Context: an optimization exercise on an open-source flow, tuned for small area, a short achievable clock period and few clock cycles. The choices shown serve that exercise and are no tape-out recipe. No functional check of the RTL was part of this run. Power is estimated from default activity; no workload was simulated.

### flow/config.mk
export PLATFORM = sky130hd
export DESIGN_NAME = JAM
export DESIGN_NICKNAME = JAM
export VERILOG_FILES = /design/flow/design.v
export SDC_FILE = /design/flow/constraint.sdc
export NUM_CORES = 4
export LEC_CHECK = 0
export CAP_MARGIN = 20
export CORE_MARGIN = 2
export CORE_UTILIZATION = 40
export SETUP_SLACK_MARGIN = 2.5
export SLEW_MARGIN = 20
export TNS_END_PERCENT = 100
### flow/design.v
module JAM (
input CLK,
input RST,
output reg [2:0] W,
output reg [2:0] J,
input [6:0] Cost,
output reg [3:0] MatchCount,
output reg [9:0] MinCost,
output reg Valid );
function [1:0] cmp8;
  input [7:0] p;
  input [7:0] q;
  reg [7:0] x, g;
  reg l;
  integer k;
  begin
    x = p ^ q;
    g = ~p & q;
    l = 1'b0;
    for (k = 0; k < 8; k = k + 1) l = g[k] | (~x[k] & l);
    cmp8 = {l, ~|x};
  end
endfunction
function [1:0] cmp9;
  input [8:0] p;
  input [8:0] q;
  reg [8:0] x, g;
  reg l;
  integer k;
  begin
    x = p ^ q;
    g = ~p & q;
    l = 1'b0;
    for (k = 0; k < 9; k = k + 1) l = g[k] | (~x[k] & l);
    cmp9 = {l, ~|x};
  end
endfunction
function [1:0] cmp10;
  input [9:0] p;
  input [9:0] q;
  reg [9:0] x, g;
  reg l;
  integer k;
  begin
    x = p ^ q;
    g = ~p & q;
    l = 1'b0;
    for (k = 0; k < 10; k = k + 1) l = g[k] | (~x[k] & l);
    cmp10 = {l, ~|x};
  end
endfunction
reg [7:0] cnt;
wire reading = (cnt[7:6] == 2'd0);
always @(posedge CLK or posedge RST)
  if (RST) cnt <= 8'd0;
  else if (cnt != 8'd255) cnt <= cnt + 8'd1;
wire [7:0] cntn = cnt + 8'd1;
reg [2:0] wnext;
always @(*) begin
  case (cntn[5:3])
    3'd0: wnext = 3'd0;
    3'd1: wnext = 3'd4;
    3'd2: wnext = 3'd1;
    3'd3: wnext = 3'd5;
    3'd4: wnext = 3'd2;
    3'd5: wnext = 3'd6;
    3'd6: wnext = 3'd3;
    3'd7: wnext = 3'd7;
    default: wnext = 3'd0;
  endcase
end
always @(posedge CLK or posedge RST)
  if (RST) begin W <= 3'd0; J <= 3'd0; end
  else begin W <= wnext; J <= cntn[2:0]; end
reg [6:0] R0_0, R0_1, R0_2, R0_3, R0_4, R0_5, R0_6, R0_7;
reg [6:0] R1_0, R1_1, R1_2, R1_3, R1_4, R1_5, R1_6, R1_7;
reg [6:0] R2_0, R2_1, R2_2, R2_3, R2_4, R2_5, R2_6, R2_7;
reg [6:0] R3_0, R3_1, R3_2, R3_3, R3_4, R3_5, R3_6, R3_7;
reg [6:0] R4_0, R4_1, R4_2, R4_3, R4_4, R4_5, R4_6, R4_7;
reg [6:0] R5_0, R5_1, R5_2, R5_3, R5_4, R5_5, R5_6, R5_7;
reg [6:0] R6_0, R6_1, R6_2, R6_3, R6_4, R6_5, R6_6, R6_7;
reg [6:0] R7_0, R7_1, R7_2, R7_3, R7_4, R7_5, R7_6, R7_7;
always @(posedge CLK) begin
  R0_0 <= R0_1;
  R0_1 <= R0_2;
  R0_2 <= R0_3;
  R0_3 <= R0_4;
  R0_4 <= R0_5;
  R0_5 <= R0_6;
  R0_6 <= R0_7;
  R0_7 <= (reading && W == 3'd0) ? Cost : R0_0;
  R1_0 <= R1_1;
  R1_1 <= R1_2;
  R1_2 <= R1_3;
  R1_3 <= R1_4;
  R1_4 <= R1_5;
  R1_5 <= R1_6;
  R1_6 <= R1_7;
  R1_7 <= (reading && W == 3'd1) ? Cost : R1_0;
  R2_0 <= R2_1;
  R2_1 <= R2_2;
  R2_2 <= R2_3;
  R2_3 <= R2_4;
  R2_4 <= R2_5;
  R2_5 <= R2_6;
  R2_6 <= R2_7;
  R2_7 <= (reading && W == 3'd2) ? Cost : R2_0;
  R3_0 <= R3_1;
  R3_1 <= R3_2;
  R3_2 <= R3_3;
  R3_3 <= R3_4;
  R3_4 <= R3_5;
  R3_5 <= R3_6;
  R3_6 <= R3_7;
  R3_7 <= (reading && W == 3'd3) ? Cost : R3_0;
  R4_0 <= R4_1;
  R4_1 <= R4_2;
  R4_2 <= R4_3;
  R4_3 <= R4_4;
  R4_4 <= R4_5;
  R4_5 <= R4_6;
  R4_6 <= R4_7;
  R4_7 <= (reading && W == 3'd4) ? Cost : R4_0;
  R5_0 <= R5_1;
  R5_1 <= R5_2;
  R5_2 <= R5_3;
  R5_3 <= R5_4;
  R5_4 <= R5_5;
  R5_5 <= R5_6;
  R5_6 <= R5_7;
  R5_7 <= (reading && W == 3'd5) ? Cost : R5_0;
  R6_0 <= R6_1;
  R6_1 <= R6_2;
  R6_2 <= R6_3;
  R6_3 <= R6_4;
  R6_4 <= R6_5;
  R6_5 <= R6_6;
  R6_6 <= R6_7;
  R6_7 <= (reading && W == 3'd6) ? Cost : R6_0;
  R7_0 <= R7_1;
  R7_1 <= R7_2;
  R7_2 <= R7_3;
  R7_3 <= R7_4;
  R7_4 <= R7_5;
  R7_5 <= R7_6;
  R7_6 <= R7_7;
  R7_7 <= (reading && W == 3'd7) ? Cost : R7_0;
end
wire ev0 = (cnt >= 8'd60) && (cnt < 8'd130);
wire last0 = (cnt == 8'd129);
reg [7:1] ev, lst;
always @(posedge CLK or posedge RST)
  if (RST) begin ev <= 7'd0; lst <= 7'd0; end
  else begin ev <= {ev[6:1], ev0}; lst <= {lst[6:1], last0}; end
wire [7:0] kn = cntn - 8'd59;
reg [3:0] patn;
always @(*) begin
  case (kn)
    8'd0: patn = 4'd0;
    8'd1: patn = 4'd0;
    8'd2: patn = 4'd0;
    8'd3: patn = 4'd0;
    8'd4: patn = 4'd0;
    8'd5: patn = 4'd0;
    8'd6: patn = 4'd0;
    8'd7: patn = 4'd0;
    8'd8: patn = 4'd1;
    8'd9: patn = 4'd1;
    8'd10: patn = 4'd1;
    8'd11: patn = 4'd1;
    8'd12: patn = 4'd1;
    8'd13: patn = 4'd1;
    8'd14: patn = 4'd1;
    8'd15: patn = 4'd1;
    8'd16: patn = 4'd2;
    8'd17: patn = 4'd2;
    8'd18: patn = 4'd2;
    8'd19: patn = 4'd2;
    8'd20: patn = 4'd2;
    8'd21: patn = 4'd2;
    8'd22: patn = 4'd2;
    8'd23: patn = 4'd2;
    8'd24: patn = 4'd3;
    8'd25: patn = 4'd3;
    8'd26: patn = 4'd3;
    8'd27: patn = 4'd3;
    8'd28: patn = 4'd3;
    8'd29: patn = 4'd3;
    8'd30: patn = 4'd3;
    8'd31: patn = 4'd3;
    8'd32: patn = 4'd4;
    8'd33: patn = 4'd4;
    8'd34: patn = 4'd4;
    8'd35: patn = 4'd4;
    8'd36: patn = 4'd4;
    8'd37: patn = 4'd4;
    8'd38: patn = 4'd4;
    8'd39: patn = 4'd4;
    8'd40: patn = 4'd5;
    8'd41: patn = 4'd5;
    8'd42: patn = 4'd5;
    8'd43: patn = 4'd5;
    8'd44: patn = 4'd5;
    8'd45: patn = 4'd5;
    8'd46: patn = 4'd5;
    8'd47: patn = 4'd5;
    8'd48: patn = 4'd6;
    8'd49: patn = 4'd6;
    8'd50: patn = 4'd6;
    8'd51: patn = 4'd6;
    8'd52: patn = 4'd6;
    8'd53: patn = 4'd6;
    8'd54: patn = 4'd6;
    8'd55: patn = 4'd6;
    8'd56: patn = 4'd7;
    8'd57: patn = 4'd7;
    8'd58: patn = 4'd7;
    8'd59: patn = 4'd7;
    8'd60: patn = 4'd7;
    8'd61: patn = 4'd7;
    8'd62: patn = 4'd7;
    8'd63: patn = 4'd7;
    8'd64: patn = 4'd8;
    8'd65: patn = 4'd8;
    8'd66: patn = 4'd8;
    8'd67: patn = 4'd8;
    8'd68: patn = 4'd9;
    8'd69: patn = 4'd9;
    default: patn = 4'd0;
  endcase
end
reg [3:0] patD0, patD1, patD2, patD3, patD4;
always @(posedge CLK) begin
  patD0 <= patn;
  patD1 <= patD0;
  patD2 <= patD1;
  patD3 <= patD2;
  patD4 <= patD3;
end
wire [6:0] X0_0 = R0_0;
wire [6:0] X1_0 = R1_0;
reg selT1_1_0;
always @(posedge CLK) selT1_1_0 <= patD0 == 4'd0 || patD0 == 4'd2 || patD0 == 4'd3 || patD0 == 4'd4 || patD0 == 4'd7 || patD0 == 4'd8;
reg selT1_2_0;
always @(posedge CLK) selT1_2_0 <= patD0 == 4'd9;
reg selT1_5_0;
always @(posedge CLK) selT1_5_0 <= patD0 == 4'd1 || patD0 == 4'd5 || patD0 == 4'd6;
wire [6:0] X0_1 = ({7{selT1_1_0}} & R0_1) | ({7{selT1_2_0}} & R0_2) | ({7{selT1_5_0}} & R0_5);
wire [6:0] X1_1 = ({7{selT1_1_0}} & R1_1) | ({7{selT1_2_0}} & R1_2) | ({7{selT1_5_0}} & R1_5);
reg selT2_2_0;
always @(posedge CLK) selT2_2_0 <= patD0 == 4'd0 || patD0 == 4'd2 || patD0 == 4'd3 || patD0 == 4'd5 || patD0 == 4'd6;
reg selT2_4_0;
always @(posedge CLK) selT2_4_0 <= patD0 == 4'd1 || patD0 == 4'd4 || patD0 == 4'd7 || patD0 == 4'd8 || patD0 == 4'd9;
wire [6:0] X0_2 = ({7{selT2_2_0}} & R0_2) | ({7{selT2_4_0}} & R0_4);
wire [6:0] X1_2 = ({7{selT2_2_0}} & R1_2) | ({7{selT2_4_0}} & R1_4);
reg selT3_3_0;
always @(posedge CLK) selT3_3_0 <= patD0 == 4'd0 || patD0 == 4'd4 || patD0 == 4'd6;
reg selT3_5_0;
always @(posedge CLK) selT3_5_0 <= patD0 == 4'd2 || patD0 == 4'd8;
reg selT3_6_0;
always @(posedge CLK) selT3_6_0 <= patD0 == 4'd1 || patD0 == 4'd3 || patD0 == 4'd5 || patD0 == 4'd7 || patD0 == 4'd9;
wire [6:0] X0_3 = ({7{selT3_3_0}} & R0_3) | ({7{selT3_5_0}} & R0_5) | ({7{selT3_6_0}} & R0_6);
wire [6:0] X1_3 = ({7{selT3_3_0}} & R1_3) | ({7{selT3_5_0}} & R1_5) | ({7{selT3_6_0}} & R1_6);
wire [6:0] X2_0 = R2_6;
reg selT1_1_2;
always @(posedge CLK) selT1_1_2 <= patD2 == 4'd0 || patD2 == 4'd2 || patD2 == 4'd3 || patD2 == 4'd4 || patD2 == 4'd7 || patD2 == 4'd8;
reg selT1_2_2;
always @(posedge CLK) selT1_2_2 <= patD2 == 4'd9;
reg selT1_5_2;
always @(posedge CLK) selT1_5_2 <= patD2 == 4'd1 || patD2 == 4'd5 || patD2 == 4'd6;
wire [6:0] X2_1 = ({7{selT1_1_2}} & R2_7) | ({7{selT1_2_2}} & R2_0) | ({7{selT1_5_2}} & R2_3);
reg selT2_2_2;
always @(posedge CLK) selT2_2_2 <= patD2 == 4'd0 || patD2 == 4'd2 || patD2 == 4'd3 || patD2 == 4'd5 || patD2 == 4'd6;
reg selT2_4_2;
always @(posedge CLK) selT2_4_2 <= patD2 == 4'd1 || patD2 == 4'd4 || patD2 == 4'd7 || patD2 == 4'd8 || patD2 == 4'd9;
wire [6:0] X2_2 = ({7{selT2_2_2}} & R2_0) | ({7{selT2_4_2}} & R2_2);
reg selT3_3_2;
always @(posedge CLK) selT3_3_2 <= patD2 == 4'd0 || patD2 == 4'd4 || patD2 == 4'd6;
reg selT3_5_2;
always @(posedge CLK) selT3_5_2 <= patD2 == 4'd2 || patD2 == 4'd8;
reg selT3_6_2;
always @(posedge CLK) selT3_6_2 <= patD2 == 4'd1 || patD2 == 4'd3 || patD2 == 4'd5 || patD2 == 4'd7 || patD2 == 4'd9;
wire [6:0] X2_3 = ({7{selT3_3_2}} & R2_1) | ({7{selT3_5_2}} & R2_3) | ({7{selT3_6_2}} & R2_4);
wire [6:0] X3_0 = R3_4;
reg selT1_1_4;
always @(posedge CLK) selT1_1_4 <= patD4 == 4'd0 || patD4 == 4'd2 || patD4 == 4'd3 || patD4 == 4'd4 || patD4 == 4'd7 || patD4 == 4'd8;
reg selT1_2_4;
always @(posedge CLK) selT1_2_4 <= patD4 == 4'd9;
reg selT1_5_4;
always @(posedge CLK) selT1_5_4 <= patD4 == 4'd1 || patD4 == 4'd5 || patD4 == 4'd6;
wire [6:0] X3_1 = ({7{selT1_1_4}} & R3_5) | ({7{selT1_2_4}} & R3_6) | ({7{selT1_5_4}} & R3_1);
reg selT2_2_4;
always @(posedge CLK) selT2_2_4 <= patD4 == 4'd0 || patD4 == 4'd2 || patD4 == 4'd3 || patD4 == 4'd5 || patD4 == 4'd6;
reg selT2_4_4;
always @(posedge CLK) selT2_4_4 <= patD4 == 4'd1 || patD4 == 4'd4 || patD4 == 4'd7 || patD4 == 4'd8 || patD4 == 4'd9;
wire [6:0] X3_2 = ({7{selT2_2_4}} & R3_6) | ({7{selT2_4_4}} & R3_0);
reg selT3_3_4;
always @(posedge CLK) selT3_3_4 <= patD4 == 4'd0 || patD4 == 4'd4 || patD4 == 4'd6;
reg selT3_5_4;
always @(posedge CLK) selT3_5_4 <= patD4 == 4'd2 || patD4 == 4'd8;
reg selT3_6_4;
always @(posedge CLK) selT3_6_4 <= patD4 == 4'd1 || patD4 == 4'd3 || patD4 == 4'd5 || patD4 == 4'd7 || patD4 == 4'd9;
wire [6:0] X3_3 = ({7{selT3_3_4}} & R3_7) | ({7{selT3_5_4}} & R3_1) | ({7{selT3_6_4}} & R3_2);
reg [7:0] TS_01_1, TS_01_2;
reg [7:0] TS_02_1, TS_02_2;
reg [7:0] TS_03_1, TS_03_2;
reg [7:0] TS_12_1, TS_12_2;
reg [7:0] TS_13_1, TS_13_2;
reg [7:0] TS_23_1, TS_23_2;
always @(posedge CLK) begin
  TS_01_1 <= X0_0 + X1_1;
  TS_01_2 <= X0_1 + X1_0;
  TS_02_1 <= X0_0 + X1_2;
  TS_02_2 <= X0_2 + X1_0;
  TS_03_1 <= X0_0 + X1_3;
  TS_03_2 <= X0_3 + X1_0;
  TS_12_1 <= X0_1 + X1_2;
  TS_12_2 <= X0_2 + X1_1;
  TS_13_1 <= X0_1 + X1_3;
  TS_13_2 <= X0_3 + X1_1;
  TS_23_1 <= X0_2 + X1_3;
  TS_23_2 <= X0_3 + X1_2;
end
wire [1:0] TP_01_c = cmp8(TS_01_1, TS_01_2);
reg [7:0] TP_01; reg TP_01_e;
wire [1:0] TP_02_c = cmp8(TS_02_1, TS_02_2);
reg [7:0] TP_02; reg TP_02_e;
wire [1:0] TP_03_c = cmp8(TS_03_1, TS_03_2);
reg [7:0] TP_03; reg TP_03_e;
wire [1:0] TP_12_c = cmp8(TS_12_1, TS_12_2);
reg [7:0] TP_12; reg TP_12_e;
wire [1:0] TP_13_c = cmp8(TS_13_1, TS_13_2);
reg [7:0] TP_13; reg TP_13_e;
wire [1:0] TP_23_c = cmp8(TS_23_1, TS_23_2);
reg [7:0] TP_23; reg TP_23_e;
always @(posedge CLK) begin
  TP_01 <= TP_01_c[1] ? TS_01_1 : TS_01_2;
  TP_01_e <= TP_01_c[0];
  TP_02 <= TP_02_c[1] ? TS_02_1 : TS_02_2;
  TP_02_e <= TP_02_c[0];
  TP_03 <= TP_03_c[1] ? TS_03_1 : TS_03_2;
  TP_03_e <= TP_03_c[0];
  TP_12 <= TP_12_c[1] ? TS_12_1 : TS_12_2;
  TP_12_e <= TP_12_c[0];
  TP_13 <= TP_13_c[1] ? TS_13_1 : TS_13_2;
  TP_13_e <= TP_13_c[0];
  TP_23 <= TP_23_c[1] ? TS_23_1 : TS_23_2;
  TP_23_e <= TP_23_c[0];
end
reg [5:0] TE2, TE3;
always @(posedge CLK) begin
  TE2 <= {TP_23_e, TP_13_e, TP_12_e, TP_03_e, TP_02_e, TP_01_e};
  TE3 <= TE2;
end
reg [8:0] TU3_012_0, TU3_012_1, TU3_012_2;
reg [8:0] TU3_013_0, TU3_013_1, TU3_013_3;
reg [8:0] TU3_023_0, TU3_023_2, TU3_023_3;
reg [8:0] TU3_123_1, TU3_123_2, TU3_123_3;
always @(posedge CLK) begin
  TU3_012_0 <= {1'b0, TP_12} + {2'b0, X2_0};
  TU3_012_1 <= {1'b0, TP_02} + {2'b0, X2_1};
  TU3_012_2 <= {1'b0, TP_01} + {2'b0, X2_2};
  TU3_013_0 <= {1'b0, TP_13} + {2'b0, X2_0};
  TU3_013_1 <= {1'b0, TP_03} + {2'b0, X2_1};
  TU3_013_3 <= {1'b0, TP_01} + {2'b0, X2_3};
  TU3_023_0 <= {1'b0, TP_23} + {2'b0, X2_0};
  TU3_023_2 <= {1'b0, TP_03} + {2'b0, X2_2};
  TU3_023_3 <= {1'b0, TP_02} + {2'b0, X2_3};
  TU3_123_1 <= {1'b0, TP_23} + {2'b0, X2_1};
  TU3_123_2 <= {1'b0, TP_13} + {2'b0, X2_2};
  TU3_123_3 <= {1'b0, TP_12} + {2'b0, X2_3};
end
wire [1:0] TF3_012_c01 = cmp9(TU3_012_0, TU3_012_1);
wire [1:0] TF3_012_c02 = cmp9(TU3_012_0, TU3_012_2);
wire [1:0] TF3_012_c12 = cmp9(TU3_012_1, TU3_012_2);
wire TF3_012_m0 = ~(~TF3_012_c01[1] & ~TF3_012_c01[0]) & ~(~TF3_012_c02[1] & ~TF3_012_c02[0]);
wire TF3_012_m1 = ~TF3_012_c01[1] & ~(~TF3_012_c12[1] & ~TF3_012_c12[0]);
wire TF3_012_m2 = ~TF3_012_c02[1] & ~TF3_012_c12[1];
reg [8:0] TV3_012; reg [2:0] TM3_012;
always @(posedge CLK) begin
  TV3_012 <= ({9{TF3_012_m0}} & TU3_012_0) | ({9{TF3_012_m1}} & TU3_012_1) | ({9{TF3_012_m2}} & TU3_012_2);
  TM3_012 <= {TF3_012_m2, TF3_012_m1, TF3_012_m0};
end
wire [1:0] TF3_013_c01 = cmp9(TU3_013_0, TU3_013_1);
wire [1:0] TF3_013_c02 = cmp9(TU3_013_0, TU3_013_3);
wire [1:0] TF3_013_c12 = cmp9(TU3_013_1, TU3_013_3);
wire TF3_013_m0 = ~(~TF3_013_c01[1] & ~TF3_013_c01[0]) & ~(~TF3_013_c02[1] & ~TF3_013_c02[0]);
wire TF3_013_m1 = ~TF3_013_c01[1] & ~(~TF3_013_c12[1] & ~TF3_013_c12[0]);
wire TF3_013_m2 = ~TF3_013_c02[1] & ~TF3_013_c12[1];
reg [8:0] TV3_013; reg [2:0] TM3_013;
always @(posedge CLK) begin
  TV3_013 <= ({9{TF3_013_m0}} & TU3_013_0) | ({9{TF3_013_m1}} & TU3_013_1) | ({9{TF3_013_m2}} & TU3_013_3);
  TM3_013 <= {TF3_013_m2, TF3_013_m1, TF3_013_m0};
end
wire [1:0] TF3_023_c01 = cmp9(TU3_023_0, TU3_023_2);
wire [1:0] TF3_023_c02 = cmp9(TU3_023_0, TU3_023_3);
wire [1:0] TF3_023_c12 = cmp9(TU3_023_2, TU3_023_3);
wire TF3_023_m0 = ~(~TF3_023_c01[1] & ~TF3_023_c01[0]) & ~(~TF3_023_c02[1] & ~TF3_023_c02[0]);
wire TF3_023_m1 = ~TF3_023_c01[1] & ~(~TF3_023_c12[1] & ~TF3_023_c12[0]);
wire TF3_023_m2 = ~TF3_023_c02[1] & ~TF3_023_c12[1];
reg [8:0] TV3_023; reg [2:0] TM3_023;
always @(posedge CLK) begin
  TV3_023 <= ({9{TF3_023_m0}} & TU3_023_0) | ({9{TF3_023_m1}} & TU3_023_2) | ({9{TF3_023_m2}} & TU3_023_3);
  TM3_023 <= {TF3_023_m2, TF3_023_m1, TF3_023_m0};
end
wire [1:0] TF3_123_c01 = cmp9(TU3_123_1, TU3_123_2);
wire [1:0] TF3_123_c02 = cmp9(TU3_123_1, TU3_123_3);
wire [1:0] TF3_123_c12 = cmp9(TU3_123_2, TU3_123_3);
wire TF3_123_m0 = ~(~TF3_123_c01[1] & ~TF3_123_c01[0]) & ~(~TF3_123_c02[1] & ~TF3_123_c02[0]);
wire TF3_123_m1 = ~TF3_123_c01[1] & ~(~TF3_123_c12[1] & ~TF3_123_c12[0]);
wire TF3_123_m2 = ~TF3_123_c02[1] & ~TF3_123_c12[1];
reg [8:0] TV3_123; reg [2:0] TM3_123;
always @(posedge CLK) begin
  TV3_123 <= ({9{TF3_123_m0}} & TU3_123_1) | ({9{TF3_123_m1}} & TU3_123_2) | ({9{TF3_123_m2}} & TU3_123_3);
  TM3_123 <= {TF3_123_m2, TF3_123_m1, TF3_123_m0};
end
reg [9:0] TU4_0, TU4_1, TU4_2, TU4_3;
reg [2:0] TN3_0, TN3_1, TN3_2, TN3_3;
always @(posedge CLK) begin
  TU4_0 <= {1'b0, TV3_123} + {3'b0, X3_0};
  TN3_0 <= ({3{TM3_123[0]}} & {1'b0, TE3[5], ~TE3[5]}) + ({3{TM3_123[1]}} & {1'b0, TE3[4], ~TE3[4]}) + ({3{TM3_123[2]}} & {1'b0, TE3[3], ~TE3[3]});
  TU4_1 <= {1'b0, TV3_023} + {3'b0, X3_1};
  TN3_1 <= ({3{TM3_023[0]}} & {1'b0, TE3[5], ~TE3[5]}) + ({3{TM3_023[1]}} & {1'b0, TE3[2], ~TE3[2]}) + ({3{TM3_023[2]}} & {1'b0, TE3[1], ~TE3[1]});
  TU4_2 <= {1'b0, TV3_013} + {3'b0, X3_2};
  TN3_2 <= ({3{TM3_013[0]}} & {1'b0, TE3[4], ~TE3[4]}) + ({3{TM3_013[1]}} & {1'b0, TE3[2], ~TE3[2]}) + ({3{TM3_013[2]}} & {1'b0, TE3[0], ~TE3[0]});
  TU4_3 <= {1'b0, TV3_012} + {3'b0, X3_3};
  TN3_3 <= ({3{TM3_012[0]}} & {1'b0, TE3[3], ~TE3[3]}) + ({3{TM3_012[1]}} & {1'b0, TE3[1], ~TE3[1]}) + ({3{TM3_012[2]}} & {1'b0, TE3[0], ~TE3[0]});
end
wire [1:0] TF4_c01 = cmp10(TU4_0, TU4_1);
wire [1:0] TF4_c02 = cmp10(TU4_0, TU4_2);
wire [1:0] TF4_c03 = cmp10(TU4_0, TU4_3);
wire [1:0] TF4_c12 = cmp10(TU4_1, TU4_2);
wire [1:0] TF4_c13 = cmp10(TU4_1, TU4_3);
wire [1:0] TF4_c23 = cmp10(TU4_2, TU4_3);
wire TF4_m0 = ~(~TF4_c01[1] & ~TF4_c01[0]) & ~(~TF4_c02[1] & ~TF4_c02[0]) & ~(~TF4_c03[1] & ~TF4_c03[0]);
wire TF4_m1 = ~TF4_c01[1] & ~(~TF4_c12[1] & ~TF4_c12[0]) & ~(~TF4_c13[1] & ~TF4_c13[0]);
wire TF4_m2 = ~TF4_c02[1] & ~TF4_c12[1] & ~(~TF4_c23[1] & ~TF4_c23[0]);
wire TF4_m3 = ~TF4_c03[1] & ~TF4_c13[1] & ~TF4_c23[1];
reg [9:0] TV4; reg [3:0] TM4; reg [2:0] TN4_0, TN4_1, TN4_2, TN4_3;
always @(posedge CLK) begin
  TV4 <= ({10{TF4_m0}} & TU4_0) | ({10{TF4_m1}} & TU4_1) | ({10{TF4_m2}} & TU4_2) | ({10{TF4_m3}} & TU4_3);
  TM4 <= {TF4_m3, TF4_m2, TF4_m1, TF4_m0};
  TN4_0 <= TN3_0;
  TN4_1 <= TN3_1;
  TN4_2 <= TN3_2;
  TN4_3 <= TN3_3;
end
wire [3:0] Tn = ({4{TM4[0]}} & {1'b0, TN4_0}) + ({4{TM4[1]}} & {1'b0, TN4_1}) + ({4{TM4[2]}} & {1'b0, TN4_2}) + ({4{TM4[3]}} & {1'b0, TN4_3});
reg selB0_2_0;
always @(posedge CLK) selB0_2_0 <= patD0 == 4'd1 || patD0 == 4'd4 || patD0 == 4'd7 || patD0 == 4'd8;
reg selB0_4_0;
always @(posedge CLK) selB0_4_0 <= patD0 == 4'd0 || patD0 == 4'd2 || patD0 == 4'd3 || patD0 == 4'd5 || patD0 == 4'd6;
reg selB0_5_0;
always @(posedge CLK) selB0_5_0 <= patD0 == 4'd9;
wire [6:0] X4_0 = ({7{selB0_2_0}} & R4_2) | ({7{selB0_4_0}} & R4_4) | ({7{selB0_5_0}} & R4_5);
wire [6:0] X5_0 = ({7{selB0_2_0}} & R5_2) | ({7{selB0_4_0}} & R5_4) | ({7{selB0_5_0}} & R5_5);
reg selB1_1_0;
always @(posedge CLK) selB1_1_0 <= patD0 == 4'd1 || patD0 == 4'd5 || patD0 == 4'd6 || patD0 == 4'd9;
reg selB1_3_0;
always @(posedge CLK) selB1_3_0 <= patD0 == 4'd2 || patD0 == 4'd8;
reg selB1_5_0;
always @(posedge CLK) selB1_5_0 <= patD0 == 4'd0 || patD0 == 4'd3 || patD0 == 4'd4 || patD0 == 4'd7;
wire [6:0] X4_1 = ({7{selB1_1_0}} & R4_1) | ({7{selB1_3_0}} & R4_3) | ({7{selB1_5_0}} & R4_5);
wire [6:0] X5_1 = ({7{selB1_1_0}} & R5_1) | ({7{selB1_3_0}} & R5_3) | ({7{selB1_5_0}} & R5_5);
wire [6:0] X4_2 = R4_7;
wire [6:0] X5_2 = R5_7;
reg selB3_3_0;
always @(posedge CLK) selB3_3_0 <= patD0 == 4'd1 || patD0 == 4'd3 || patD0 == 4'd5 || patD0 == 4'd7 || patD0 == 4'd9;
reg selB3_6_0;
always @(posedge CLK) selB3_6_0 <= patD0 == 4'd0 || patD0 == 4'd2 || patD0 == 4'd4 || patD0 == 4'd6 || patD0 == 4'd8;
wire [6:0] X4_3 = ({7{selB3_3_0}} & R4_3) | ({7{selB3_6_0}} & R4_6);
wire [6:0] X5_3 = ({7{selB3_3_0}} & R5_3) | ({7{selB3_6_0}} & R5_6);
reg selB0_2_2;
always @(posedge CLK) selB0_2_2 <= patD2 == 4'd1 || patD2 == 4'd4 || patD2 == 4'd7 || patD2 == 4'd8;
reg selB0_4_2;
always @(posedge CLK) selB0_4_2 <= patD2 == 4'd0 || patD2 == 4'd2 || patD2 == 4'd3 || patD2 == 4'd5 || patD2 == 4'd6;
reg selB0_5_2;
always @(posedge CLK) selB0_5_2 <= patD2 == 4'd9;
wire [6:0] X6_0 = ({7{selB0_2_2}} & R6_0) | ({7{selB0_4_2}} & R6_2) | ({7{selB0_5_2}} & R6_3);
reg selB1_1_2;
always @(posedge CLK) selB1_1_2 <= patD2 == 4'd1 || patD2 == 4'd5 || patD2 == 4'd6 || patD2 == 4'd9;
reg selB1_3_2;
always @(posedge CLK) selB1_3_2 <= patD2 == 4'd2 || patD2 == 4'd8;
reg selB1_5_2;
always @(posedge CLK) selB1_5_2 <= patD2 == 4'd0 || patD2 == 4'd3 || patD2 == 4'd4 || patD2 == 4'd7;
wire [6:0] X6_1 = ({7{selB1_1_2}} & R6_7) | ({7{selB1_3_2}} & R6_1) | ({7{selB1_5_2}} & R6_3);
wire [6:0] X6_2 = R6_5;
reg selB3_3_2;
always @(posedge CLK) selB3_3_2 <= patD2 == 4'd1 || patD2 == 4'd3 || patD2 == 4'd5 || patD2 == 4'd7 || patD2 == 4'd9;
reg selB3_6_2;
always @(posedge CLK) selB3_6_2 <= patD2 == 4'd0 || patD2 == 4'd2 || patD2 == 4'd4 || patD2 == 4'd6 || patD2 == 4'd8;
wire [6:0] X6_3 = ({7{selB3_3_2}} & R6_1) | ({7{selB3_6_2}} & R6_4);
reg selB0_2_4;
always @(posedge CLK) selB0_2_4 <= patD4 == 4'd1 || patD4 == 4'd4 || patD4 == 4'd7 || patD4 == 4'd8;
reg selB0_4_4;
always @(posedge CLK) selB0_4_4 <= patD4 == 4'd0 || patD4 == 4'd2 || patD4 == 4'd3 || patD4 == 4'd5 || patD4 == 4'd6;
reg selB0_5_4;
always @(posedge CLK) selB0_5_4 <= patD4 == 4'd9;
wire [6:0] X7_0 = ({7{selB0_2_4}} & R7_6) | ({7{selB0_4_4}} & R7_0) | ({7{selB0_5_4}} & R7_1);
reg selB1_1_4;
always @(posedge CLK) selB1_1_4 <= patD4 == 4'd1 || patD4 == 4'd5 || patD4 == 4'd6 || patD4 == 4'd9;
reg selB1_3_4;
always @(posedge CLK) selB1_3_4 <= patD4 == 4'd2 || patD4 == 4'd8;
reg selB1_5_4;
always @(posedge CLK) selB1_5_4 <= patD4 == 4'd0 || patD4 == 4'd3 || patD4 == 4'd4 || patD4 == 4'd7;
wire [6:0] X7_1 = ({7{selB1_1_4}} & R7_5) | ({7{selB1_3_4}} & R7_7) | ({7{selB1_5_4}} & R7_1);
wire [6:0] X7_2 = R7_3;
reg selB3_3_4;
always @(posedge CLK) selB3_3_4 <= patD4 == 4'd1 || patD4 == 4'd3 || patD4 == 4'd5 || patD4 == 4'd7 || patD4 == 4'd9;
reg selB3_6_4;
always @(posedge CLK) selB3_6_4 <= patD4 == 4'd0 || patD4 == 4'd2 || patD4 == 4'd4 || patD4 == 4'd6 || patD4 == 4'd8;
wire [6:0] X7_3 = ({7{selB3_3_4}} & R7_7) | ({7{selB3_6_4}} & R7_2);
reg [7:0] BS_01_1, BS_01_2;
reg [7:0] BS_02_1, BS_02_2;
reg [7:0] BS_03_1, BS_03_2;
reg [7:0] BS_12_1, BS_12_2;
reg [7:0] BS_13_1, BS_13_2;
reg [7:0] BS_23_1, BS_23_2;
always @(posedge CLK) begin
  BS_01_1 <= X4_0 + X5_1;
  BS_01_2 <= X4_1 + X5_0;
  BS_02_1 <= X4_0 + X5_2;
  BS_02_2 <= X4_2 + X5_0;
  BS_03_1 <= X4_0 + X5_3;
  BS_03_2 <= X4_3 + X5_0;
  BS_12_1 <= X4_1 + X5_2;
  BS_12_2 <= X4_2 + X5_1;
  BS_13_1 <= X4_1 + X5_3;
  BS_13_2 <= X4_3 + X5_1;
  BS_23_1 <= X4_2 + X5_3;
  BS_23_2 <= X4_3 + X5_2;
end
wire [1:0] BP_01_c = cmp8(BS_01_1, BS_01_2);
reg [7:0] BP_01; reg BP_01_e;
wire [1:0] BP_02_c = cmp8(BS_02_1, BS_02_2);
reg [7:0] BP_02; reg BP_02_e;
wire [1:0] BP_03_c = cmp8(BS_03_1, BS_03_2);
reg [7:0] BP_03; reg BP_03_e;
wire [1:0] BP_12_c = cmp8(BS_12_1, BS_12_2);
reg [7:0] BP_12; reg BP_12_e;
wire [1:0] BP_13_c = cmp8(BS_13_1, BS_13_2);
reg [7:0] BP_13; reg BP_13_e;
wire [1:0] BP_23_c = cmp8(BS_23_1, BS_23_2);
reg [7:0] BP_23; reg BP_23_e;
always @(posedge CLK) begin
  BP_01 <= BP_01_c[1] ? BS_01_1 : BS_01_2;
  BP_01_e <= BP_01_c[0];
  BP_02 <= BP_02_c[1] ? BS_02_1 : BS_02_2;
  BP_02_e <= BP_02_c[0];
  BP_03 <= BP_03_c[1] ? BS_03_1 : BS_03_2;
  BP_03_e <= BP_03_c[0];
  BP_12 <= BP_12_c[1] ? BS_12_1 : BS_12_2;
  BP_12_e <= BP_12_c[0];
  BP_13 <= BP_13_c[1] ? BS_13_1 : BS_13_2;
  BP_13_e <= BP_13_c[0];
  BP_23 <= BP_23_c[1] ? BS_23_1 : BS_23_2;
  BP_23_e <= BP_23_c[0];
end
reg [5:0] BE2, BE3;
always @(posedge CLK) begin
  BE2 <= {BP_23_e, BP_13_e, BP_12_e, BP_03_e, BP_02_e, BP_01_e};
  BE3 <= BE2;
end
reg [8:0] BU3_012_0, BU3_012_1, BU3_012_2;
reg [8:0] BU3_013_0, BU3_013_1, BU3_013_3;
reg [8:0] BU3_023_0, BU3_023_2, BU3_023_3;
reg [8:0] BU3_123_1, BU3_123_2, BU3_123_3;
always @(posedge CLK) begin
  BU3_012_0 <= {1'b0, BP_12} + {2'b0, X6_0};
  BU3_012_1 <= {1'b0, BP_02} + {2'b0, X6_1};
  BU3_012_2 <= {1'b0, BP_01} + {2'b0, X6_2};
  BU3_013_0 <= {1'b0, BP_13} + {2'b0, X6_0};
  BU3_013_1 <= {1'b0, BP_03} + {2'b0, X6_1};
  BU3_013_3 <= {1'b0, BP_01} + {2'b0, X6_3};
  BU3_023_0 <= {1'b0, BP_23} + {2'b0, X6_0};
  BU3_023_2 <= {1'b0, BP_03} + {2'b0, X6_2};
  BU3_023_3 <= {1'b0, BP_02} + {2'b0, X6_3};
  BU3_123_1 <= {1'b0, BP_23} + {2'b0, X6_1};
  BU3_123_2 <= {1'b0, BP_13} + {2'b0, X6_2};
  BU3_123_3 <= {1'b0, BP_12} + {2'b0, X6_3};
end
wire [1:0] BF3_012_c01 = cmp9(BU3_012_0, BU3_012_1);
wire [1:0] BF3_012_c02 = cmp9(BU3_012_0, BU3_012_2);
wire [1:0] BF3_012_c12 = cmp9(BU3_012_1, BU3_012_2);
wire BF3_012_m0 = ~(~BF3_012_c01[1] & ~BF3_012_c01[0]) & ~(~BF3_012_c02[1] & ~BF3_012_c02[0]);
wire BF3_012_m1 = ~BF3_012_c01[1] & ~(~BF3_012_c12[1] & ~BF3_012_c12[0]);
wire BF3_012_m2 = ~BF3_012_c02[1] & ~BF3_012_c12[1];
reg [8:0] BV3_012; reg [2:0] BM3_012;
always @(posedge CLK) begin
  BV3_012 <= ({9{BF3_012_m0}} & BU3_012_0) | ({9{BF3_012_m1}} & BU3_012_1) | ({9{BF3_012_m2}} & BU3_012_2);
  BM3_012 <= {BF3_012_m2, BF3_012_m1, BF3_012_m0};
end
wire [1:0] BF3_013_c01 = cmp9(BU3_013_0, BU3_013_1);
wire [1:0] BF3_013_c02 = cmp9(BU3_013_0, BU3_013_3);
wire [1:0] BF3_013_c12 = cmp9(BU3_013_1, BU3_013_3);
wire BF3_013_m0 = ~(~BF3_013_c01[1] & ~BF3_013_c01[0]) & ~(~BF3_013_c02[1] & ~BF3_013_c02[0]);
wire BF3_013_m1 = ~BF3_013_c01[1] & ~(~BF3_013_c12[1] & ~BF3_013_c12[0]);
wire BF3_013_m2 = ~BF3_013_c02[1] & ~BF3_013_c12[1];
reg [8:0] BV3_013; reg [2:0] BM3_013;
always @(posedge CLK) begin
  BV3_013 <= ({9{BF3_013_m0}} & BU3_013_0) | ({9{BF3_013_m1}} & BU3_013_1) | ({9{BF3_013_m2}} & BU3_013_3);
  BM3_013 <= {BF3_013_m2, BF3_013_m1, BF3_013_m0};
end
wire [1:0] BF3_023_c01 = cmp9(BU3_023_0, BU3_023_2);
wire [1:0] BF3_023_c02 = cmp9(BU3_023_0, BU3_023_3);
wire [1:0] BF3_023_c12 = cmp9(BU3_023_2, BU3_023_3);
wire BF3_023_m0 = ~(~BF3_023_c01[1] & ~BF3_023_c01[0]) & ~(~BF3_023_c02[1] & ~BF3_023_c02[0]);
wire BF3_023_m1 = ~BF3_023_c01[1] & ~(~BF3_023_c12[1] & ~BF3_023_c12[0]);
wire BF3_023_m2 = ~BF3_023_c02[1] & ~BF3_023_c12[1];
reg [8:0] BV3_023; reg [2:0] BM3_023;
always @(posedge CLK) begin
  BV3_023 <= ({9{BF3_023_m0}} & BU3_023_0) | ({9{BF3_023_m1}} & BU3_023_2) | ({9{BF3_023_m2}} & BU3_023_3);
  BM3_023 <= {BF3_023_m2, BF3_023_m1, BF3_023_m0};
end
wire [1:0] BF3_123_c01 = cmp9(BU3_123_1, BU3_123_2);
wire [1:0] BF3_123_c02 = cmp9(BU3_123_1, BU3_123_3);
wire [1:0] BF3_123_c12 = cmp9(BU3_123_2, BU3_123_3);
wire BF3_123_m0 = ~(~BF3_123_c01[1] & ~BF3_123_c01[0]) & ~(~BF3_123_c02[1] & ~BF3_123_c02[0]);
wire BF3_123_m1 = ~BF3_123_c01[1] & ~(~BF3_123_c12[1] & ~BF3_123_c12[0]);
wire BF3_123_m2 = ~BF3_123_c02[1] & ~BF3_123_c12[1];
reg [8:0] BV3_123; reg [2:0] BM3_123;
always @(posedge CLK) begin
  BV3_123 <= ({9{BF3_123_m0}} & BU3_123_1) | ({9{BF3_123_m1}} & BU3_123_2) | ({9{BF3_123_m2}} & BU3_123_3);
  BM3_123 <= {BF3_123_m2, BF3_123_m1, BF3_123_m0};
end
reg [9:0] BU4_0, BU4_1, BU4_2, BU4_3;
reg [2:0] BN3_0, BN3_1, BN3_2, BN3_3;
always @(posedge CLK) begin
  BU4_0 <= {1'b0, BV3_123} + {3'b0, X7_0};
  BN3_0 <= ({3{BM3_123[0]}} & {1'b0, BE3[5], ~BE3[5]}) + ({3{BM3_123[1]}} & {1'b0, BE3[4], ~BE3[4]}) + ({3{BM3_123[2]}} & {1'b0, BE3[3], ~BE3[3]});
  BU4_1 <= {1'b0, BV3_023} + {3'b0, X7_1};
  BN3_1 <= ({3{BM3_023[0]}} & {1'b0, BE3[5], ~BE3[5]}) + ({3{BM3_023[1]}} & {1'b0, BE3[2], ~BE3[2]}) + ({3{BM3_023[2]}} & {1'b0, BE3[1], ~BE3[1]});
  BU4_2 <= {1'b0, BV3_013} + {3'b0, X7_2};
  BN3_2 <= ({3{BM3_013[0]}} & {1'b0, BE3[4], ~BE3[4]}) + ({3{BM3_013[1]}} & {1'b0, BE3[2], ~BE3[2]}) + ({3{BM3_013[2]}} & {1'b0, BE3[0], ~BE3[0]});
  BU4_3 <= {1'b0, BV3_012} + {3'b0, X7_3};
  BN3_3 <= ({3{BM3_012[0]}} & {1'b0, BE3[3], ~BE3[3]}) + ({3{BM3_012[1]}} & {1'b0, BE3[1], ~BE3[1]}) + ({3{BM3_012[2]}} & {1'b0, BE3[0], ~BE3[0]});
end
wire [1:0] BF4_c01 = cmp10(BU4_0, BU4_1);
wire [1:0] BF4_c02 = cmp10(BU4_0, BU4_2);
wire [1:0] BF4_c03 = cmp10(BU4_0, BU4_3);
wire [1:0] BF4_c12 = cmp10(BU4_1, BU4_2);
wire [1:0] BF4_c13 = cmp10(BU4_1, BU4_3);
wire [1:0] BF4_c23 = cmp10(BU4_2, BU4_3);
wire BF4_m0 = ~(~BF4_c01[1] & ~BF4_c01[0]) & ~(~BF4_c02[1] & ~BF4_c02[0]) & ~(~BF4_c03[1] & ~BF4_c03[0]);
wire BF4_m1 = ~BF4_c01[1] & ~(~BF4_c12[1] & ~BF4_c12[0]) & ~(~BF4_c13[1] & ~BF4_c13[0]);
wire BF4_m2 = ~BF4_c02[1] & ~BF4_c12[1] & ~(~BF4_c23[1] & ~BF4_c23[0]);
wire BF4_m3 = ~BF4_c03[1] & ~BF4_c13[1] & ~BF4_c23[1];
reg [9:0] BV4; reg [3:0] BM4; reg [2:0] BN4_0, BN4_1, BN4_2, BN4_3;
always @(posedge CLK) begin
  BV4 <= ({10{BF4_m0}} & BU4_0) | ({10{BF4_m1}} & BU4_1) | ({10{BF4_m2}} & BU4_2) | ({10{BF4_m3}} & BU4_3);
  BM4 <= {BF4_m3, BF4_m2, BF4_m1, BF4_m0};
  BN4_0 <= BN3_0;
  BN4_1 <= BN3_1;
  BN4_2 <= BN3_2;
  BN4_3 <= BN3_3;
end
wire [3:0] Bn = ({4{BM4[0]}} & {1'b0, BN4_0}) + ({4{BM4[1]}} & {1'b0, BN4_1}) + ({4{BM4[2]}} & {1'b0, BN4_2}) + ({4{BM4[3]}} & {1'b0, BN4_3});
reg [9:0] tot; reg [3:0] Fn, Gn;
always @(posedge CLK) begin
  tot <= TV4 + BV4;
  Fn <= Tn; Gn <= Bn;
end
wire [3:0] totn = Fn * Gn;
wire [1:0] tc = cmp10(tot, MinCost);
always @(posedge CLK or posedge RST) begin
  if (RST) begin
    MinCost <= 10'd1023;
    MatchCount <= 4'd0;
    Valid <= 1'b0;
  end else begin
    if (ev[7]) begin
      if (tc[1]) begin
        MinCost <= tot;
        MatchCount <= totn;
      end else if (tc[0]) begin
        MatchCount <= MatchCount + totn;
      end
    end
    if (lst[7]) Valid <= 1'b1;
  end
end
endmodule
### flow/run.sh
#!/bin/bash
# synth_recipe.tcl (not shown) runs the flow's synth.tcl, then flattens the netlist and writes it again
# the make line also repeats each setting of config.mk as NAME=value (left out here)
make -C /OpenROAD-flow-scripts/flow DESIGN_CONFIG=/design/flow/config.mk WORK_HOME=/design/flow/orfs CLKGATE_MAP_FILE= SYNTH_SCRIPT=/design/flow/synth_recipe.tcl finish
### flow/constraint.sdc
create_clock -name core_clock -period 5.0 [get_ports {CLK}]
set_input_delay 1.0000 -clock core_clock [delete_from_list [all_inputs] [get_ports {CLK}]]
set_output_delay 1.0000 -clock core_clock [all_outputs]
set_load 0.01 [all_outputs]
==> run notes <==
cell families after synthesis:
group	Yosys count
adders and majority gates	964
and+or+nand+nor	720
DFF	1357
buffers and inverters	754
muxes	142
xor gates and xnor gates	355
AOI/OAI and AO/OA	1313
worst max path at each step:
| stage | start | endpoint | slack (ns) | depth (start not counted) |
|---|---|---|---|---|
| global placement | selT3_5_0 | TS_03_1[7] | 1.78 | 11 |
| global route | selB1_5_2 | BU3_123_1[8] | 2.30 | 11 |
| detailed placement | selT3_5_0 | TS_13_1[7] | 1.77 | 11 |
| CTS | selB1_5_2 | BU3_012_1[8] | 2.42 | 11 |
| floorplan | selT1_2_4 | TU4_1[8] | 2.49 | 12 |
| finish | selT1_1_2 | TU3_013_1[8] | 2.38 | 11 |
power breakdown:
group	switching, mW	total (mW)	leakage (nW)	internal [mW]
Clock	4.43	10.7	2.31	6.27
Sequential	2.22	15.6	11.5	13.4
Combinational	9.13	16.4	19.1	7.32
Total	15.8	42.8	32.9	27.0
cell usage after synthesis, types with 50 or more instances:
cell type  instances
dfxtp_1         1314
ha_1             878
inv_1            670
a21oi_1          403
xnor2_1          260
o21ai_0          203
a21o_1           196
nand2_1          175
mux2_2           140
a222oi_1         113
nor2_1           112
nor2b_1          101
o21bai_1          97
xor2_1            95
fa_1              86
nand3_1           78
a221o_1           76
clkbuf_1          74
and2_1            66
a22o_1            56
nand2b_1          50
layer usage:
layer  track usage, %  routed length, um
met1             27.9              75300
met2             32.8              72200
met5                0                  0
met3             3.00               7890
met4             7.57               5560
cells in the final DEF, fill, tap and decap left out, drive strengths merged, types with 13 or more instances in the layout:
cell type,count
a21oi,403
nor3,44
and2,66
buf,185
clkinv,28
o21bai,97
dfrtp,33
a221o,77
clkbuf,197
xor2,95
nand3,78
o21ai,207
a22o,56
xnor2,260
nand4,32
inv,678
and3,34
a222oi,113
nor2,112
a32oi,19
a211o,13
a21o,196
dfxtp,1314
fa,86
mux2,140
o21a,28
o32ai,14
ha,878
nor2b,101
nand2b,50
nand2,175
through the flow:
step / util, % / area [sq um] / total power, mW / worst slack (ns) / hold WS, ns
floorplan: - / 60300 / 25.7 / 2.49 / 0.310
global placement: 42.0 / 62900 / 30.2 / 1.78 / 0.310
detailed placement: 42.0 / 62900 / 30.5 / 1.77 / 0.312
CTS: 46.0 / 68800 / 41.9 / 2.42 / 0.320
global route: 47.3 / 70900 / 45.5 / 2.30 / 0.321
finish: 47.3 / 70900 / 42.8 / 2.38 / 0.307
layout make-up:
cell class,instances,area [sq um],area share [%]
multi-input cells,3497,31800,44.9
flip-flops and latches,1357,27500,38.8
clock buffers,196,4030,5.69
inverters,670,2520,3.56
well taps,2016,2520,3.56
repair buffers,205,1710,2.42
clock inverters,59,759,1.07
diodes,2,5.00,0.00706
worst register-to-register path, cell delays in order, from the launching register on:
cell      delay (ns)
dfxtp_4         0.38
a222oi_1        0.35
inv_1           0.17
buf_4           0.18
ha_4            0.16
fa_2            0.37
a21o_1          0.17
a21oi_2         0.15
o21bai_1        0.10
a21oi_2         0.22
nor2b_1         0.07
o21a_1          0.17
what timing repair did:
action | in CTS | in global routing
gates cloned | 1 | 4
resized for setup | 292 | 285
endpoints found under the setup margin | 284 | 208
pin swaps | 64 | 237
buffers inserted | 58 | 109
endpoints found under the hold margin | 0 | 0
==> reports/qor.txt <==
Layout cell share with drive strength beyond 1 = 16.2%
Dpl hpwl = 123000 um
WHS Endpoint = R0_6[6]
Final Hold Fails = 0
Vias = 41100
Vias in the first global route = 40800
Core area = 150000 sq um
RSZ-0062 raised after global routing = yes
CP max-delay cell = dfxtp_4
Hold path depth = 0
Peak VDD IR = 278 uV
Worst path arrival time = 3.26 ns
FF-to-FF path depth = 11
Synthesized net count = 6578
Ports = 30
Area Growth Syn to Fin = 17.5%
Num CTS Buffers = 140
Worst stage delay on the critical path = 0.38 ns
Synth Register Bits = 1357
Xor/xnor cell area share of the yosys netlist = 5.16%
Final WL = 161000 um
Die Span Y = 392 um
Largest area contributor in the netlist = dfxtp_1
Worst reg-to-reg setup slack = 2.38 ns
Number of synthesized flops with an enable pin = 0
CP cell instances = a222oi_1, inv_1, buf_4, ha_4, fa_2, a21o_1, a21oi_2, o21bai_1, a21oi_2, nor2b_1, o21a_1
Pwr dens = 603 nW/um^2
YS warnings = 1
Fin crit share = 52.4%
GP Congestion = 0.906
Synth Area in Simple Gates = 6.06%
Post-synth top flop = dfxtp_1
Max-slew violation count = 0
Endpoint class of the critical path = register
Longest Clk Path Bufs = 3
Via density = 5.14
CTS H-tree depth = 4
Slew at the pin with the worst max-slew slack = 1.10 ns
Worst r2r src = selT1_1_2
Adder-Cell Fraction of Synth Area = 21.1%
Mux contribution to synthesized area = 2.65%
Status = no timing/DRC/antenna violations
Post-synthesis sequential area ratio = 45.4%
Max Freq = 0.382 GHz
Placed insts = 7573
GRT Resource Usage Total = 20.5%
Filler cell count = 13500
First-pass GRT wire length = 240000 um
# hold bufs at CTS = 0
Req. time, crit path = 5.64 ns
R2r endpoint = TU3_013_1[8]
Relative slew margins = 26.6%
Endpoints failing setup = 0
Critical path's most frequent cell = a21oi_2
Tmin final = 2.62 ns
TritonRoute pass-1 iters = 11
Final Non-Filler Cells = 8002
Largest net degree at the start of global routing = 44
Post-Syn Instances = 5605
Kind of critical path = register to register
Starting Density = 40.3%
Initial antenna violation count = 14
CTS clk-pin slew, worst paths = 0.06 ns
Leakage power = 32.9 nW
Complex-gate fraction of the synthesized area = 14.9%
Largest family of logic cells by synthesized area = adder cells
Average size of a mapped cell = 10.8 sq um
Root Buffer = clkbuf_16
Fin Setup TNS = 0 ns
FFs w/ async S/R, synth = 3.17%
Std cell rows = 142
GRT overflow = 0
Yosys cell types = 63
Clk latency of the worst-skew pair = 0.77 ns
Critical path buffers and inverters = 2
CP top delay family = compound AO/OA/AOI/OAI gates
HP Start = R0_7[6]
Remaining antenna violation count = 0
Worst hold path class = register to register
Total die area = 154000 sq um
# DRC = 0
Top post-synthesis cells by area = dfxtp_1 44%, ha_1 18%, inv_1 4.2%
Yosys top cell area share = 43.6%
Maxcap violations = 0
Worst Skew = 0.0338 ns
Crit start category = register
CTS tree = done
Clk sink count = 1357
Routed wire length per instance = 20.1 um
Die width = 392 um
CP Max Fanout = 7
Starting DRC count in detailed routing = 3259
Cell Area, Synth = 60300 sq um
Fin nets = 6844
Number of buffer cells added on primary ports = 29

## re-timing with driven ports
Ports are ideal in the flow. The routed layout listed here was re-timed in OpenROAD. Step 1: set_driving_cell puts a clkbuf_16 on CLK and a buf_2 on each other input, an assumption about the parent block. Step 2 also shifts input and output timing later by t, the mid clock arrival at the registers, as if the neighbouring blocks saw the same clock. Three values: ideal ports, drivers, drivers and shift; two values: the first two.
t (ns): 0.834
setup slack, ns: 2.379 / 2.379 / 2.260
hold slack, ns: 0.307 / 0.307 / 0.307
clock arrival spread, ns: 0.043 / 0.043
After both steps this run still meets setup and hold. For this run, drivers alone change the setup slack by 0.000 ns; drivers and shift together by -0.119 ns.
